Background: an optimization exercise with open tools, aiming at small area, a short achievable clock period and few clock cycles per item. Do not read the settings as production practice.
The RTL was checked by simulation tests, not by an equivalence proof against the original design.

==> inputs of run a <==
==> flow/design.v (excerpt) <==
module mmult(
  input  clk,                  
  input  reset_n,              
  input  enable,               
  input  [0:9*8-1] A_mat,      
  input  [0:9*8-1] B_mat,      
  output valid,                
  output reg [0:9*17-1] C_mat  
);
reg [1:0] row;    
reg       done;
wire busy = enable & ~done;
always @(posedge clk or negedge reset_n)
begin
    if (!reset_n) begin
        row  <= 2'd0;
        done <= 1'b0;
    end else if (busy) begin
        row  <= row + 2'd1;
        if (row == 2'd2) done <= 1'b1;
    end
end
wire [0:23] a_row = (row == 2'd0) ? A_mat[0:23] :
                    (row == 2'd1) ? A_mat[24:47] : A_mat[48:71];
wire [7:0] a0 = a_row[0:7];
wire [7:0] b00 = B_mat[0:7];
wire [7:0] b01 = B_mat[8:15];
wire [7:0] b02 = B_mat[16:23];
wire [7:0] a1 = a_row[8:15];
wire [7:0] b10 = B_mat[24:31];
wire [7:0] b11 = B_mat[32:39];
wire [7:0] b12 = B_mat[40:47];
wire [7:0] a2 = a_row[16:23];
wire [7:0] b20 = B_mat[48:55];
wire [7:0] b21 = B_mat[56:63];
wire [7:0] b22 = B_mat[64:71];
wire p0_0_0_0 = ~(a0[0] & b00[0]);
wire p0_0_0_1 = ~(a0[0] & b00[1]);
wire p0_0_0_2 = ~(a0[0] & b00[2]);
wire p0_0_0_3 = ~(a0[0] & b00[3]);
wire p0_0_0_4 = ~(a0[0] & b00[4]);
wire p0_0_0_5 = ~(a0[0] & b00[5]);
wire p0_0_0_6 = ~(a0[0] & b00[6]);
wire p0_0_0_7 = ~(a0[0] & b00[7]);
wire p0_0_1_0 = ~(a0[1] & b00[0]);
wire p0_0_1_1 = ~(a0[1] & b00[1]);
wire p0_0_1_2 = ~(a0[1] & b00[2]);
wire p0_0_1_3 = ~(a0[1] & b00[3]);
wire p0_0_1_4 = ~(a0[1] & b00[4]);
wire p0_0_1_5 = ~(a0[1] & b00[5]);
wire p0_0_1_6 = ~(a0[1] & b00[6]);
wire p0_0_1_7 = ~(a0[1] & b00[7]);
wire p0_0_2_0 = ~(a0[2] & b00[0]);
wire p0_0_2_1 = ~(a0[2] & b00[1]);
wire p0_0_2_2 = ~(a0[2] & b00[2]);
wire p0_0_2_3 = ~(a0[2] & b00[3]);
wire p0_0_2_4 = ~(a0[2] & b00[4]);
wire p0_0_2_5 = ~(a0[2] & b00[5]);
wire p0_0_2_6 = ~(a0[2] & b00[6]);
wire p0_0_2_7 = ~(a0[2] & b00[7]);
wire p0_0_3_0 = ~(a0[3] & b00[0]);
wire p0_0_3_1 = ~(a0[3] & b00[1]);
wire p0_0_3_2 = ~(a0[3] & b00[2]);
wire p0_0_3_3 = ~(a0[3] & b00[3]);
wire p0_0_3_4 = ~(a0[3] & b00[4]);
wire p0_0_3_5 = ~(a0[3] & b00[5]);
  ...
Settings: LEC_CHECK=0, CAP_MARGIN=5, CORE_MARGIN=2, CORE_UTILIZATION=55, PLACE_DENSITY=0.7, SLEW_MARGIN=5, SYNTH_HIERARCHICAL=1, SYNTH_MINIMUM_KEEP_SIZE=0; clock period 90.0 ns.
run.sh (not shown) runs the stock make flow with config.mk's settings and CLKGATE_MAP_FILE= SYNTH_SCRIPT=/design/flow/synth_recipe.tcl, a recipe that flattens the netlist after the stock synthesis.
==> run b: changes against run a <==
- CAP_MARGIN: 5 -> 20
- CORE_UTILIZATION: 55 -> 20
- PLACE_DENSITY: 0.7 -> 0.35
- SLEW_MARGIN: 5 -> 20
==> comparison <==
Between run a and run b, the lower fmax is in run b (gap about 0.5%, measured against run b). Synthesized area is the same in run a and run b. In sequential cell count, run b and run a do not differ. Of run a and run b, run a has the higher non-clock buffer count (gap 1).
Testbench counts of run a, summed over its fixed seeds: cycles 1,600, mults 320.
Testbench counts of run b, summed over its fixed seeds: cycles 1,600, mults 320.


==> 01-15: inputs <==
Another version of the RTL of mmult (not shown whole).
clock: 90.0 ns
lec_check: 0
cap_margin: 5
core_margin: 2
core_utilization: 55
place_density: 0.7
slew_margin: 5
synth_hierarchical: 1
synth_minimum_keep_size: 0
standard.sh (not shown) runs the stock make flow with config.mk's settings and CLKGATE_MAP_FILE= SYNTH_SCRIPT=/design/flow/synth_recipe.tcl, a recipe that flattens the netlist after the stock synthesis.
==> flow/flow/run.sh <==
#!/bin/bash
# The standard layout, with the smallest buffer on each port, a clock tree
# without dummy loads, and timing repair that aims for 65 ns of setup slack
# (a period near 25 ns) instead of stopping at any positive slack.
set -euo pipefail
bash standard.sh BUFFER_PORTS_ARGS="-buffer_cell sky130_fd_sc_hd__buf_1" \
  CTS_ARGS="-sink_clustering_enable -repair_clock_nets -dont_use_dummy_load -buf_list sky130_fd_sc_hd__clkbuf_8" \
  SETUP_SLACK_MARGIN=65 \
  finish > standard.log 2>&1
==> inputs of 06-05, as changes to 01-15 <==
--- a/flow/design.v
+++ b/flow/design.v
@@ -380,15 +380,15 @@
 wire t0_s37, t0_c37;
 fa u37 (.a(t0_s33), .b(t0_s34), .c(t0_c26), .s(t0_s37), .co(t0_c37));
 wire t0_s38, t0_c38;
 fa u38 (.a(t0_c27), .b(t0_s35), .c(t0_s36), .s(t0_s38), .co(t0_c38));
 wire t0_s39, t0_c39;
 fa u39 (.a(t0_c28), .b(t0_s37), .c(t0_s38), .s(t0_s39), .co(t0_c39));
 wire t0_s40, t0_c40;
-fa u40 (.a(t0_c29), .b(t0_s39), .c(t0_c30), .s(t0_s40), .co(t0_c40));
+fa u40 (.a(t0_c29), .b(t0_s39), .c(1'b1), .s(t0_s40), .co(t0_c40));
 wire t0_s41, t0_c41;
 fa u41 (.a(n0_0_0_8), .b(n0_0_1_6), .c(n0_0_2_4), .s(t0_s41), .co(t0_c41));
 wire t0_s42, t0_c42;
 fa u42 (.a(n0_0_3_2), .b(n0_1_0_8), .c(n0_1_1_6), .s(t0_s42), .co(t0_c42));
 wire t0_s43, t0_c43;
 fa u43 (.a(n0_1_2_4), .b(n0_1_3_2), .c(n0_2_0_8), .s(t0_s43), .co(t0_c43));
 wire t0_s44, t0_c44;
@@ -487,34 +487,34 @@
 fa u90 (.a(t0_c84), .b(t0_c85), .c(t0_s89), .s(t0_s90), .co(t0_c90));
 wire t0_s91, t0_c91;
 fa u91 (.a(t0_c86), .b(t0_s90), .c(t0_c87), .s(t0_s91), .co(t0_c91));
 wire t0_s92, t0_c92;
 fa u92 (.a(n0_0_3_9), .b(n0_1_3_9), .c(n0_2_3_9), .s(t0_s92), .co(t0_c92));
 wire t0_s93, t0_c93;
 fa u93 (.a(t0_c89), .b(t0_s92), .c(t0_c90), .s(t0_s93), .co(t0_c93));
-wire [16:0] x0 = {t0_c92, t0_s93, t0_s91, t0_s88, t0_s83, t0_s77, t0_s69, t0_c50, t0_s50, t0_s40, t0_s30, t0_s21, t0_s14, t0_s8, t0_s4, t0_c0, t0_s0};
-wire [16:0] y0 = {t0_c93, t0_c91, t0_c88, t0_c83, t0_c77, t0_c69, 1'b1, t0_s60, t0_c40, 1'b1, 1'b1, 1'b1, 1'b1, 1'b1, 1'b1, t0_s1, 1'b1};
+wire [16:0] x0 = {t0_c92, t0_s93, t0_s91, t0_s88, t0_s83, t0_s77, t0_s69, t0_c50, t0_c40, t0_s40, t0_s30, t0_s21, t0_s14, t0_s8, t0_s4, t0_c0, t0_s0};
+wire [16:0] y0 = {t0_c93, t0_c91, t0_c88, t0_c83, t0_c77, t0_c69, 1'b1, t0_s60, t0_s50, t0_c30, 1'b1, 1'b1, 1'b1, 1'b1, 1'b1, t0_s1, 1'b1};
 wire p0_0 = t0_s0 ^ 1'b1;
 wire g0_0 = ~(t0_s0 | 1'b1);
 wire p0_1 = t0_c0 ^ t0_s1;
 wire g0_1 = ~(t0_c0 | t0_s1);
 wire p0_2 = t0_s4 ^ 1'b1;
 wire g0_2 = ~(t0_s4 | 1'b1);
 wire p0_3 = t0_s8 ^ 1'b1;
 wire g0_3 = ~(t0_s8 | 1'b1);
 wire p0_4 = t0_s14 ^ 1'b1;
 wire g0_4 = ~(t0_s14 | 1'b1);
 wire p0_5 = t0_s21 ^ 1'b1;
 wire g0_5 = ~(t0_s21 | 1'b1);
 wire p0_6 = t0_s30 ^ 1'b1;
 wire g0_6 = ~(t0_s30 | 1'b1);
-wire p0_7 = t0_s40 ^ 1'b1;
-wire g0_7 = ~(t0_s40 | 1'b1);
-wire p0_8 = t0_s50 ^ t0_c40;
-wire g0_8 = ~(t0_s50 | t0_c40);
+wire p0_7 = t0_s40 ^ t0_c30;
+wire g0_7 = ~(t0_s40 | t0_c30);
+wire p0_8 = t0_c40 ^ t0_s50;
+wire g0_8 = ~(t0_c40 | t0_s50);
 wire p0_9 = t0_c50 ^ t0_s60;
 wire g0_9 = ~(t0_c50 | t0_s60);
 wire p0_10 = t0_s69 ^ 1'b1;
 wire g0_10 = ~(t0_s69 | 1'b1);
 wire p0_11 = t0_s77 ^ t0_c69;
 wire g0_11 = ~(t0_s77 | t0_c69);
 wire p0_12 = t0_s83 ^ t0_c77;
@@ -967,15 +967,15 @@
 wire t1_s131, t1_c131;
 fa u131 (.a(t1_s127), .b(t1_s128), .c(t1_c120), .s(t1_s131), .co(t1_c131));
 wire t1_s132, t1_c132;
 fa u132 (.a(t1_c121), .b(t1_s129), .c(t1_s130), .s(t1_s132), .co(t1_c132));
 wire t1_s133, t1_c133;
 fa u133 (.a(t1_c122), .b(t1_s131), .c(t1_s132), .s(t1_s133), .co(t1_c133));
 wire t1_s134, t1_c134;
-fa u134 (.a(t1_c123), .b(t1_s133), .c(t1_c124), .s(t1_s134), .co(t1_c134));
+fa u134 (.a(t1_c123), .b(t1_s133), .c(1'b1), .s(t1_s134), .co(t1_c134));
 wire t1_s135, t1_c135;
 fa u135 (.a(n1_0_0_8), .b(n1_0_1_6), .c(n1_0_2_4), .s(t1_s135), .co(t1_c135));
 wire t1_s136, t1_c136;
 fa u136 (.a(n1_0_3_2), .b(n1_1_0_8), .c(n1_1_1_6), .s(t1_s136), .co(t1_c136));
 wire t1_s137, t1_c137;
 fa u137 (.a(n1_1_2_4), .b(n1_1_3_2), .c(n1_2_0_8), .s(t1_s137), .co(t1_c137));
 wire t1_s138, t1_c138;
@@ -1074,34 +1074,34 @@
 fa u184 (.a(t1_c178), .b(t1_c179), .c(t1_s183), .s(t1_s184), .co(t1_c184));
 wire t1_s185, t1_c185;
 fa u185 (.a(t1_c180), .b(t1_s184), .c(t1_c181), .s(t1_s185), .co(t1_c185));
 wire t1_s186, t1_c186;
 fa u186 (.a(n1_0_3_9), .b(n1_1_3_9), .c(n1_2_3_9), .s(t1_s186), .co(t1_c186));
 wire t1_s187, t1_c187;
 fa u187 (.a(t1_c183), .b(t1_s186), .c(t1_c184), .s(t1_s187), .co(t1_c187));
-wire [16:0] x1 = {t1_c186, t1_s187, t1_s185, t1_s182, t1_s177, t1_s171, t1_s163, t1_c144, t1_s144, t1_s134, t1_s124, t1_s115, t1_s108, t1_s102, t1_s98, t1_c94, t1_s94};
-wire [16:0] y1 = {t1_c187, t1_c185, t1_c182, t1_c177, t1_c171, t1_c163, 1'b1, t1_s154, t1_c134, 1'b1, 1'b1, 1'b1, 1'b1, 1'b1, 1'b1, t1_s95, 1'b1};
+wire [16:0] x1 = {t1_c186, t1_s187, t1_s185, t1_s182, t1_s177, t1_s171, t1_s163, t1_c144, t1_c134, t1_s134, t1_s124, t1_s115, t1_s108, t1_s102, t1_s98, t1_c94, t1_s94};
+wire [16:0] y1 = {t1_c187, t1_c185, t1_c182, t1_c177, t1_c171, t1_c163, 1'b1, t1_s154, t1_s144, t1_c124, 1'b1, 1'b1, 1'b1, 1'b1, 1'b1, t1_s95, 1'b1};
 wire p1_0 = t1_s94 ^ 1'b1;
 wire g1_0 = ~(t1_s94 | 1'b1);
 wire p1_1 = t1_c94 ^ t1_s95;
 wire g1_1 = ~(t1_c94 | t1_s95);
 wire p1_2 = t1_s98 ^ 1'b1;
 wire g1_2 = ~(t1_s98 | 1'b1);
 wire p1_3 = t1_s102 ^ 1'b1;
 wire g1_3 = ~(t1_s102 | 1'b1);
 wire p1_4 = t1_s108 ^ 1'b1;
 wire g1_4 = ~(t1_s108 | 1'b1);
 wire p1_5 = t1_s115 ^ 1'b1;
 wire g1_5 = ~(t1_s115 | 1'b1);
 wire p1_6 = t1_s124 ^ 1'b1;
 wire g1_6 = ~(t1_s124 | 1'b1);
-wire p1_7 = t1_s134 ^ 1'b1;
-wire g1_7 = ~(t1_s134 | 1'b1);
-wire p1_8 = t1_s144 ^ t1_c134;
-wire g1_8 = ~(t1_s144 | t1_c134);
+wire p1_7 = t1_s134 ^ t1_c124;
+wire g1_7 = ~(t1_s134 | t1_c124);
+wire p1_8 = t1_c134 ^ t1_s144;
+wire g1_8 = ~(t1_c134 | t1_s144);
 wire p1_9 = t1_c144 ^ t1_s154;
 wire g1_9 = ~(t1_c144 | t1_s154);
 wire p1_10 = t1_s163 ^ 1'b1;
 wire g1_10 = ~(t1_s163 | 1'b1);
 wire p1_11 = t1_s171 ^ t1_c163;
 wire g1_11 = ~(t1_s171 | t1_c163);
 wire p1_12 = t1_s177 ^ t1_c171;
@@ -1554,15 +1554,15 @@
 wire t2_s225, t2_c225;
 fa u225 (.a(t2_s221), .b(t2_s222), .c(t2_c214), .s(t2_s225), .co(t2_c225));
 wire t2_s226, t2_c226;
 fa u226 (.a(t2_c215), .b(t2_s223), .c(t2_s224), .s(t2_s226), .co(t2_c226));
 wire t2_s227, t2_c227;
 fa u227 (.a(t2_c216), .b(t2_s225), .c(t2_s226), .s(t2_s227), .co(t2_c227));
 wire t2_s228, t2_c228;
-fa u228 (.a(t2_c217), .b(t2_s227), .c(t2_c218), .s(t2_s228), .co(t2_c228));
+fa u228 (.a(t2_c217), .b(t2_s227), .c(1'b1), .s(t2_s228), .co(t2_c228));
 wire t2_s229, t2_c229;
 fa u229 (.a(n2_0_0_8), .b(n2_0_1_6), .c(n2_0_2_4), .s(t2_s229), .co(t2_c229));
 wire t2_s230, t2_c230;
 fa u230 (.a(n2_0_3_2), .b(n2_1_0_8), .c(n2_1_1_6), .s(t2_s230), .co(t2_c230));
 wire t2_s231, t2_c231;
 fa u231 (.a(n2_1_2_4), .b(n2_1_3_2), .c(n2_2_0_8), .s(t2_s231), .co(t2_c231));
 wire t2_s232, t2_c232;
@@ -1661,34 +1661,34 @@
 fa u278 (.a(t2_c272), .b(t2_c273), .c(t2_s277), .s(t2_s278), .co(t2_c278));
 wire t2_s279, t2_c279;
 fa u279 (.a(t2_c274), .b(t2_s278), .c(t2_c275), .s(t2_s279), .co(t2_c279));
 wire t2_s280, t2_c280;
 fa u280 (.a(n2_0_3_9), .b(n2_1_3_9), .c(n2_2_3_9), .s(t2_s280), .co(t2_c280));
 wire t2_s281, t2_c281;
 fa u281 (.a(t2_c277), .b(t2_s280), .c(t2_c278), .s(t2_s281), .co(t2_c281));
-wire [16:0] x2 = {t2_c280, t2_s281, t2_s279, t2_s276, t2_s271, t2_s265, t2_s257, t2_c238, t2_s238, t2_s228, t2_s218, t2_s209, t2_s202, t2_s196, t2_s192, t2_c188, t2_s188};
-wire [16:0] y2 = {t2_c281, t2_c279, t2_c276, t2_c271, t2_c265, t2_c257, 1'b1, t2_s248, t2_c228, 1'b1, 1'b1, 1'b1, 1'b1, 1'b1, 1'b1, t2_s189, 1'b1};
+wire [16:0] x2 = {t2_c280, t2_s281, t2_s279, t2_s276, t2_s271, t2_s265, t2_s257, t2_c238, t2_c228, t2_s228, t2_s218, t2_s209, t2_s202, t2_s196, t2_s192, t2_c188, t2_s188};
+wire [16:0] y2 = {t2_c281, t2_c279, t2_c276, t2_c271, t2_c265, t2_c257, 1'b1, t2_s248, t2_s238, t2_c218, 1'b1, 1'b1, 1'b1, 1'b1, 1'b1, t2_s189, 1'b1};
 wire p2_0 = t2_s188 ^ 1'b1;
 wire g2_0 = ~(t2_s188 | 1'b1);
 wire p2_1 = t2_c188 ^ t2_s189;
 wire g2_1 = ~(t2_c188 | t2_s189);
 wire p2_2 = t2_s192 ^ 1'b1;
 wire g2_2 = ~(t2_s192 | 1'b1);
 wire p2_3 = t2_s196 ^ 1'b1;
 wire g2_3 = ~(t2_s196 | 1'b1);
 wire p2_4 = t2_s202 ^ 1'b1;
 wire g2_4 = ~(t2_s202 | 1'b1);
 wire p2_5 = t2_s209 ^ 1'b1;
 wire g2_5 = ~(t2_s209 | 1'b1);
 wire p2_6 = t2_s218 ^ 1'b1;
 wire g2_6 = ~(t2_s218 | 1'b1);
-wire p2_7 = t2_s228 ^ 1'b1;
-wire g2_7 = ~(t2_s228 | 1'b1);
-wire p2_8 = t2_s238 ^ t2_c228;
-wire g2_8 = ~(t2_s238 | t2_c228);
+wire p2_7 = t2_s228 ^ t2_c218;
+wire g2_7 = ~(t2_s228 | t2_c218);
+wire p2_8 = t2_c228 ^ t2_s238;
+wire g2_8 = ~(t2_c228 | t2_s238);
 wire p2_9 = t2_c238 ^ t2_s248;
 wire g2_9 = ~(t2_c238 | t2_s248);
 wire p2_10 = t2_s257 ^ 1'b1;
 wire g2_10 = ~(t2_s257 | 1'b1);
 wire p2_11 = t2_s265 ^ t2_c257;
 wire g2_11 = ~(t2_s265 | t2_c257);
 wire p2_12 = t2_s271 ^ t2_c265;
==> flow/flow/run.sh (replaced) <==
#!/bin/bash
# The standard layout, with the smallest buffer on each port, a clock tree
# without dummy loads, and timing repair that aims for 65.5 ns of setup slack
# (a period near 24.5 ns) instead of stopping at any positive slack.
set -euo pipefail
bash standard.sh BUFFER_PORTS_ARGS="-buffer_cell sky130_fd_sc_hd__buf_1" \
  CTS_ARGS="-sink_clustering_enable -repair_clock_nets -dont_use_dummy_load -buf_list sky130_fd_sc_hd__clkbuf_8" \
  SETUP_SLACK_MARGIN=65.5 \
  finish > standard.log 2>&1
- CORE_UTILIZATION: 55 -> 35
- PLACE_DENSITY: 0.7 -> 0.45
==> inputs of 11-03, as changes to 01-15 <==
==> flow/flow/run.sh (replaced) <==
#!/bin/bash
# The standard layout, with the smallest buffer on each port and a clock tree
# without dummy loads.
set -euo pipefail
bash standard.sh BUFFER_PORTS_ARGS="-buffer_cell sky130_fd_sc_hd__buf_1" \
  CTS_ARGS="-sink_clustering_enable -repair_clock_nets -dont_use_dummy_load -buf_list sky130_fd_sc_hd__clkbuf_8" \
  finish > standard.log 2>&1
- CORE_UTILIZATION: 55 -> 35
- PLACE_DENSITY: 0.7 -> 0.45
==> key figures <==
Timing
  – Headroom to the max-slew limit: 26.76%

Outcome
  – Status: complete, no violations

Floorplanning
  – Row cnt: 65

Global route
  – Largest net degree at the start of global routing: 52

Synthesis
  – Mean instance size in the synthesized netlist: 13.20 um^2

Worst setup path
  – Depth of the worst register-to-register path: 19
-- figures above: 01-15

==> key figures <==
Drt
  – Final ANT Viol Nets: 0

Floorplanning
  – Row cnt: 82

Timing
  – Headroom to the max-slew limit: 23.92%
  – Hold Slack: 731.6 ps

Synthesis
  – Mean instance size in the synthesized netlist: 13.20 um^2
  – Top post-synthesis cells by area: fa_1 32%, edfxtp_1 26%, a222oi_1 16%

Outcome
  – Status: complete, no violations

Global route
  – Largest net degree at the start of global routing: 38

Worst setup path
  – Depth of the worst register-to-register path: 19
-- figures above: 11-03

==> key figures <==
Timing
  – Headroom to the max-slew limit: 19.86%

Synthesis
  – Mean instance size in the synthesized netlist: 12.79 um^2

Global route
  – Largest net degree at the start of global routing: 38

Worst setup path
  – Depth of the worst register-to-register path: 20

Outcome
  – Status: complete, no violations
-- figures above: 06-05

Testbench counts of 01-15, summed over its fixed seeds: cycles 1,600, mults 320.
Testbench counts of 06-05, summed over its fixed seeds: cycles 1,600, mults 320.
Testbench counts of 11-03, summed over its fixed seeds: cycles 1,600, mults 320.

separate check: timing with driven ports:
In the flow no input, the clock included, has a driving cell. The finished layouts below were timed again as built, in two steps.
Step 1: set_driving_cell puts a clkbuf_16 on clk and a buf_2 on each other input, an assumption about the parent block.
Step 2 moves the port delays by t, midway between the first and last clock arrival at a register: inputs arrive t later, outputs are due t later. That takes back most of the time a late clock gives input paths.
Three values: ideal ports, drivers, drivers and shift; two values: the first two.
run | shift t [ns] | setup WS [ns] | worst setup path at the end | worst register clock-pin slew, ns
run a | 0.508 | 65.476 / 65.504 / 64.996 | input to register | 0.08 / 0.08
run b | 0.570 | 65.349 / 65.385 / 64.815 | input to register | 0.08 / 0.08
01-15 | 0.520 | 65.313 / 65.347 / 64.827 | input to register | 0.11 / 0.11
06-05 | 0.576 | 65.609 / 65.640 / 65.065 | input to register | 0.08 / 0.08
11-03 | 0.574 | 64.959 / 64.991 / 64.418 | input to register | 0.10 / 0.10
After both steps every run listed still meets setup and hold. The setup slack of 06-05, which loses most, moves by +0.031 ns with the drivers and by -0.544 ns with both steps.
